Source: an optimization exercise on an open RTL-to-GDS flow (aim: small area). Production flows keep margins and buffers that such runs may drop. Where RTL was checked, it was by simulation tests only, not by an equivalence proof against the original. No driver is modelled on the clock port, so clocking that relies on it looks cheaper here than on a real chip. Power is estimated from default activity; no workload was simulated.

## dx_spi_core
module dx_spi_core
#(
	parameter DATA_WIDTH = 32,
	parameter DATA_COUNT_WIDTH = 8,
	parameter SCLK_COUNT_WIDTH = 16
)
(
	input wire clk,
	input wire rst,
	input wire [DATA_COUNT_WIDTH-1:0] spi_width_i,
	input wire cpol_i,
	input wire cpha_i,
	input wire [SCLK_COUNT_WIDTH-1:0] sclk_div_i,
	input wire mosi_stb,
	input wire [DATA_WIDTH-1:0] mosi_data_i,
	output wire miso_stb,
	output wire [DATA_WIDTH-1:0] miso_data_o,
	output wire ready_o,
	output reg [2:0] state_o,
	output wire [DATA_COUNT_WIDTH-1:0] data_count_o,
	output reg wr_edge,
	output reg rd_edge,
	output reg sclk,
	output reg mosi,
	input wire miso,
	output wire csn
);
export LEC_CHECK = 0
export CAP_MARGIN = 20
export CORE_MARGIN = 2
export CORE_UTILIZATION = 40
export SLEW_MARGIN = 20
create_clock -name core_clock -period 5.0 [get_ports {clk}]
standard.sh (not shown) runs the stock make flow with config.mk's settings and CLKGATE_MAP_FILE= SYNTH_SCRIPT=/design/flow/synth_recipe.tcl, a recipe that flattens the netlist after the stock synthesis.
==> flow/flow/run.sh <==
#!/bin/bash
# The standard layout (standard.sh) with these changes:
#  - synthesis maps the logic with an area-oriented ABC script (synth_area.tcl),
#  - the port buffers are the smallest buffer cell (buf_1),
#  - the clock tree uses clkbuf_8 and no dummy loads; after CTS, clock
#    buffers driving at most CLK_SMALL_FANOUT pins become clkbuf_4.
set -euo pipefail
here=$(pwd)
export AREA_ABC_SCRIPT="$here/flow/area.abc"
export BUFFER_PORTS_ARGS="-buffer_cell sky130_fd_sc_hd__buf_1"
export CTS_ARGS="-sink_clustering_enable -repair_clock_nets -dont_use_dummy_load -buf_list sky130_fd_sc_hd__clkbuf_8"
export POST_CTS_TCL="$here/flow/clk_resize.tcl"
export CLK_SMALL_FANOUT=11
sed "s#SYNTH_SCRIPT=[^ ]*#SYNTH_SCRIPT=$here/flow/synth_area.tcl#" standard.sh > standard_area.sh
grep -q "SYNTH_SCRIPT=$here/flow/synth_area.tcl" standard_area.sh
bash standard_area.sh > standard.log 2>&1
==> flow/flow/clk_resize.tcl <==
# POST_CTS hook: the clock tree is built with clkbuf_8; buffers that drive
# few pins (all but the root) are then swapped to clkbuf_4 (same footprint origin, narrower, so
# the placement stays legal).
set small_fanout $::env(CLK_SMALL_FANOUT)
set block [ord::get_db_block]
foreach inst [$block getInsts] {
  if { [[$inst getMaster] getName] ne "sky130_fd_sc_hd__clkbuf_8" } { continue }
  set fo 0
  set root 0
  foreach it [$inst getITerms] {
    if { [$it getNet] eq "NULL" } { continue }
    if { [$it isOutputSignal] } {
      set fo [expr {[llength [[$it getNet] getITerms]] - 1}]
    } elseif { [$it isInputSignal] && [llength [[$it getNet] getBTerms]] > 0 } {
      # driven straight from the clock port: the root buffer, left as it is
      set root 1
    }
  }
  if { $root } { continue }
  if { $fo <= $small_fanout } {
    puts "clk_resize: [$inst getName] fanout $fo -> clkbuf_4"
    replace_cell [$inst getName] sky130_fd_sc_hd__clkbuf_4
  }
}
Other scripts of this flow, unchanged in this note and not shown: flow/flow/area.abc, flow/flow/synth_area.tcl
Edit:
--- a/flow/flow/run.sh
+++ b/flow/flow/run.sh
@@ -12,3 +12,3 @@
 export POST_CTS_TCL="$here/flow/clk_resize.tcl"
-export CLK_SMALL_FANOUT=11
+export CLK_SMALL_FANOUT=10
 sed "s#SYNTH_SCRIPT=[^ ]*#SYNTH_SCRIPT=$here/flow/synth_area.tcl#" standard.sh > standard_area.sh
Result: Design area rises by 0.44%; register-to-register slack is about the same; core utilization rises by 0.21 points; wire length hardly moves; clock power rises by 8.5%; clock-buffer cell count does not change; worst setup slack hardly moves; synthesized area stays the same; global-route usage is unchanged; die area is unchanged.
Edit:
--- a/flow/flow/run.sh
+++ b/flow/flow/run.sh
@@ -12,3 +12,3 @@
 export POST_CTS_TCL="$here/flow/clk_resize.tcl"
-export CLK_SMALL_FANOUT=10
+export CLK_SMALL_FANOUT=11
 sed "s#SYNTH_SCRIPT=[^ ]*#SYNTH_SCRIPT=$here/flow/synth_area.tcl#" standard.sh > standard_area.sh
==> flow/flow/clk_resize.tcl (replaced) <==
# POST_CTS hook: the clock tree is built with clkbuf_8; buffers that drive
# few pins are then swapped to clkbuf_4 (same footprint origin, narrower, so
# the placement stays legal).
set small_fanout $::env(CLK_SMALL_FANOUT)
set block [ord::get_db_block]
foreach inst [$block getInsts] {
  if { [[$inst getMaster] getName] ne "sky130_fd_sc_hd__clkbuf_8" } { continue }
  set fo 0
  foreach it [$inst getITerms] {
    if { [$it isOutputSignal] && [$it getNet] ne "NULL" } {
      set fo [expr {[llength [[$it getNet] getITerms]] - 1}]
    }
  }
  if { $fo <= $small_fanout } {
    puts "clk_resize: [$inst getName] fanout $fo -> clkbuf_4"
    replace_cell [$inst getName] sky130_fd_sc_hd__clkbuf_4
  }
}
Result: The changed run ran to the end with no violations; register-to-register slack stays flat; sequential power stays flat; wire length is about the same; cell count is unchanged.
Function was not checked in any run of this note: the RTL went through the layout flow alone.

* * *

dx_spi_core, a different RTL version from the one above (not shown whole).
Size: roughly 410 cells after synthesis, roughly 86 flip-flops, ~110 I/O pins, ~0.0036 sq mm of cells after synthesis.
// dx_spi_core
module dx_spi_core
#(
	parameter DATA_WIDTH = 32,
	parameter DATA_COUNT_WIDTH = 8,
	parameter SCLK_COUNT_WIDTH = 16
)
(
	input wire clk,
	input wire rst,
	input wire [DATA_COUNT_WIDTH-1:0] spi_width_i,
	input wire cpol_i,
	input wire cpha_i,
	input wire [SCLK_COUNT_WIDTH-1:0] sclk_div_i,
	input wire mosi_stb,
	input wire [DATA_WIDTH-1:0] mosi_data_i,
	output wire miso_stb,
	output wire [DATA_WIDTH-1:0] miso_data_o,
	output wire ready_o,
	output reg [2:0] state_o,
	output wire [DATA_COUNT_WIDTH-1:0] data_count_o,
	output wire wr_edge,
	output wire rd_edge,
	output reg sclk,
	output reg mosi,
	input wire miso,
	output wire csn
);
clock: 5.0 ns
lec_check: 0
cap_margin: 20
core_margin: 2
core_utilization: 40
slew_margin: 20
==> flow/flow/run.sh <==
#!/bin/bash
# The standard layout (standard.sh) with these changes:
#  - synthesis maps the logic with an area-oriented ABC script (synth_area.tcl),
#  - the port buffers are the smallest buffer cell (buf_1),
#  - the clock tree uses clkbuf_8 and no dummy loads; after CTS, clock
#    buffers driving at most CLK_SMALL_FANOUT pins become clkbuf_4.
set -euo pipefail
here=$(pwd)
export AREA_ABC_SCRIPT="$here/flow/area.abc"
export BUFFER_PORTS_ARGS="-buffer_cell sky130_fd_sc_hd__buf_1"
export CTS_ARGS="-sink_clustering_enable -repair_clock_nets -dont_use_dummy_load -buf_list sky130_fd_sc_hd__clkbuf_16 -sink_clustering_size 90 -sink_clustering_max_diameter 400"
export POST_CTS_TCL="$here/flow/clk_resize.tcl"
export CLK_SMALL_FANOUT=10
sed "s#SYNTH_SCRIPT=[^ ]*#SYNTH_SCRIPT=$here/flow/synth_area.tcl#" standard.sh > standard_area.sh
grep -q "SYNTH_SCRIPT=$here/flow/synth_area.tcl" standard_area.sh
bash standard_area.sh > standard.log 2>&1
Other scripts of this flow, unchanged in this note and not shown: flow/flow/area.abc, flow/flow/clk_resize.tcl, flow/flow/synth_area.tcl
Next try:
--- a/flow/flow/run.sh
+++ b/flow/flow/run.sh
@@ -10,3 +10,3 @@
 export BUFFER_PORTS_ARGS="-buffer_cell sky130_fd_sc_hd__buf_1"
-export CTS_ARGS="-sink_clustering_enable -repair_clock_nets -dont_use_dummy_load -buf_list sky130_fd_sc_hd__clkbuf_16 -sink_clustering_size 90 -sink_clustering_max_diameter 400"
+export CTS_ARGS="-sink_clustering_enable -repair_clock_nets -dont_use_dummy_load -buf_list sky130_fd_sc_hd__clkbuf_8"
 export POST_CTS_TCL="$here/flow/clk_resize.tcl"
Effect:
- design area is lower by 2.9%
- routed wire length stays flat
- worst hold slack gains 0.0067 ns
- setup slack loses 0.051 ns
- total power is lower by 10%
- sequential cell count is unchanged
- combinational power barely changes
Next try:
--- a/flow/flow/run.sh
+++ b/flow/flow/run.sh
@@ -10,3 +10,3 @@
 export BUFFER_PORTS_ARGS="-buffer_cell sky130_fd_sc_hd__buf_1"
-export CTS_ARGS="-sink_clustering_enable -repair_clock_nets -dont_use_dummy_load -buf_list sky130_fd_sc_hd__clkbuf_8"
+export CTS_ARGS="-repair_clock_nets -dont_use_dummy_load -buf_list sky130_fd_sc_hd__clkbuf_16"
 export POST_CTS_TCL="$here/flow/clk_resize.tcl"
Result: Hold slack is worse by 0.0067 ns. Non-clock buffer count does not change. Via count hardly moves. Core utilization rises by 1.4 points. Synthesized cell count stays the same. Maximum frequency rose by 1.5%. Sequential share of layout area decreases by 1.3 points. Clock power came out higher by 63%. Clock skew falls by 0.020 ns.

* * *

Another version of the RTL of dx_spi_core (not shown whole).
Size: ~350 cells after synthesis, roughly 110 I/O pins.
==> flow/config.mk <==
export PLATFORM = sky130hd
export DESIGN_NAME = dx_spi_core
export DESIGN_NICKNAME = dx_spi_core
export VERILOG_FILES = /design/flow/design.v
export SDC_FILE = /design/flow/constraint.sdc
export NUM_CORES = 4
export LEC_CHECK = 0
export CAP_MARGIN = 20
export CORE_MARGIN = 2
export CORE_UTILIZATION = 40
export SLEW_MARGIN = 20
==> flow/constraint.sdc <==
create_clock -name core_clock -period 5.0 [get_ports {clk}]
set_input_delay 1.0000 -clock core_clock [delete_from_list [all_inputs] [get_ports {clk}]]
set_output_delay 1.0000 -clock core_clock [all_outputs]
set_load 0.01 [all_outputs]
==> flow/flow/run.sh <==
#!/bin/bash
# The standard layout (standard.sh) with these changes:
#  - synthesis maps the logic with an area-oriented ABC script (synth_area.tcl),
#  - the port buffers are the smallest buffer cell (buf_1),
#  - the clock tree uses clkbuf_8 and no dummy loads; after CTS, clock
#    buffers driving at most CLK_SMALL_FANOUT pins become clkbuf_4.
set -euo pipefail
here=$(pwd)
export AREA_ABC_SCRIPT="$here/flow/area.abc"
export BUFFER_PORTS_ARGS="-buffer_cell sky130_fd_sc_hd__buf_1"
export CTS_ARGS="-sink_clustering_enable -repair_clock_nets -dont_use_dummy_load -buf_list sky130_fd_sc_hd__clkbuf_8 -sink_clustering_levels 1 -sink_clustering_size 30"
export POST_CTS_TCL="$here/flow/clk_resize.tcl"
export CLK_SMALL_FANOUT=10
sed "s#SYNTH_SCRIPT=[^ ]*#SYNTH_SCRIPT=$here/flow/synth_area.tcl#" standard.sh > standard_area.sh
grep -q "SYNTH_SCRIPT=$here/flow/synth_area.tcl" standard_area.sh
bash standard_area.sh > standard.log 2>&1
Other scripts of this flow, unchanged in this note and not shown: flow/flow/area.abc, flow/flow/clk_resize.tcl, flow/flow/synth_area.tcl
==> next run, changes <==
--- a/flow/flow/run.sh
+++ b/flow/flow/run.sh
@@ -9,5 +9,5 @@
 export AREA_ABC_SCRIPT="$here/flow/area.abc"
 export BUFFER_PORTS_ARGS="-buffer_cell sky130_fd_sc_hd__buf_1"
-export CTS_ARGS="-sink_clustering_enable -repair_clock_nets -dont_use_dummy_load -buf_list sky130_fd_sc_hd__clkbuf_8 -sink_clustering_levels 1 -sink_clustering_size 30"
+export CTS_ARGS="-sink_clustering_enable -repair_clock_nets -dont_use_dummy_load -buf_list sky130_fd_sc_hd__clkbuf_8"
 export POST_CTS_TCL="$here/flow/clk_resize.tcl"
 export CLK_SMALL_FANOUT=10
--- a/flow/config.mk
+++ b/flow/config.mk
@@ -6,6 +6,6 @@
 export NUM_CORES = 4
 export LEC_CHECK = 0
-export CAP_MARGIN = 20
+export CAP_MARGIN = 0
 export CORE_MARGIN = 2
-export CORE_UTILIZATION = 40
-export SLEW_MARGIN = 20
+export CORE_UTILIZATION = 60
+export SLEW_MARGIN = 0
Effect: Sequential share of layout area grows by 0.51 points; via count goes up by 1.9%; worst setup slack improves by 8.6 ps; clock power hardly moves.

==> re-timing with driven ports <==
In the flow no input, the clock included, has a driving cell. The finished layouts below were timed again as built, in two steps.
Step 1 sets driving cells, clkbuf_16 on the clock port and buf_2 on the other inputs (assumed; they add their load-dependent delay and slew).
Step 2 also shifts input and output timing later by t, the mid clock arrival at the registers, as if the neighbouring blocks saw the same clock.
Three values: ideal ports, drivers, drivers and shift; two values: the first two.
run	t, ns	setup slack, ns	hold slack, ns	worst setup path after step 2	worst data-port slew with drivers (ns)
the first run of note 1	0.374	1.825 / 1.838 / 1.464	0.379 / 0.379 / 0.379	input to register	0.05
the second run of note 1	0.372	1.824 / 1.837 / 1.464	0.379 / 0.379 / 0.379	input to register	0.05
the third run of note 1	0.436	1.881 / 1.891 / 1.455	0.379 / 0.379 / 0.379	input to register	0.05
the first run of note 2	0.359	1.649 / 1.613 / 1.302	0.402 / 0.402 / 0.402	input to register	0.04
the second run of note 2	0.372	1.598 / 1.567 / 1.287	0.409 / 0.409 / 0.409	input to register	0.04
the third run of note 2	0.359	1.649 / 1.613 / 1.302	0.402 / 0.402 / 0.402	input to register	0.04
the first run of note 3	0.363	1.928 / 1.935 / 1.572	0.446 / 0.446 / 0.446	input to register	0.06
the second run of note 3	0.369	1.936 / 1.942 / 1.573	0.445 / 0.445 / 0.445	input to register	0.04
After both steps every run listed still meets setup and hold. The setup slack of the third run of note 1, which loses most, moves by +0.010 ns with the drivers and by -0.426 ns with both steps.
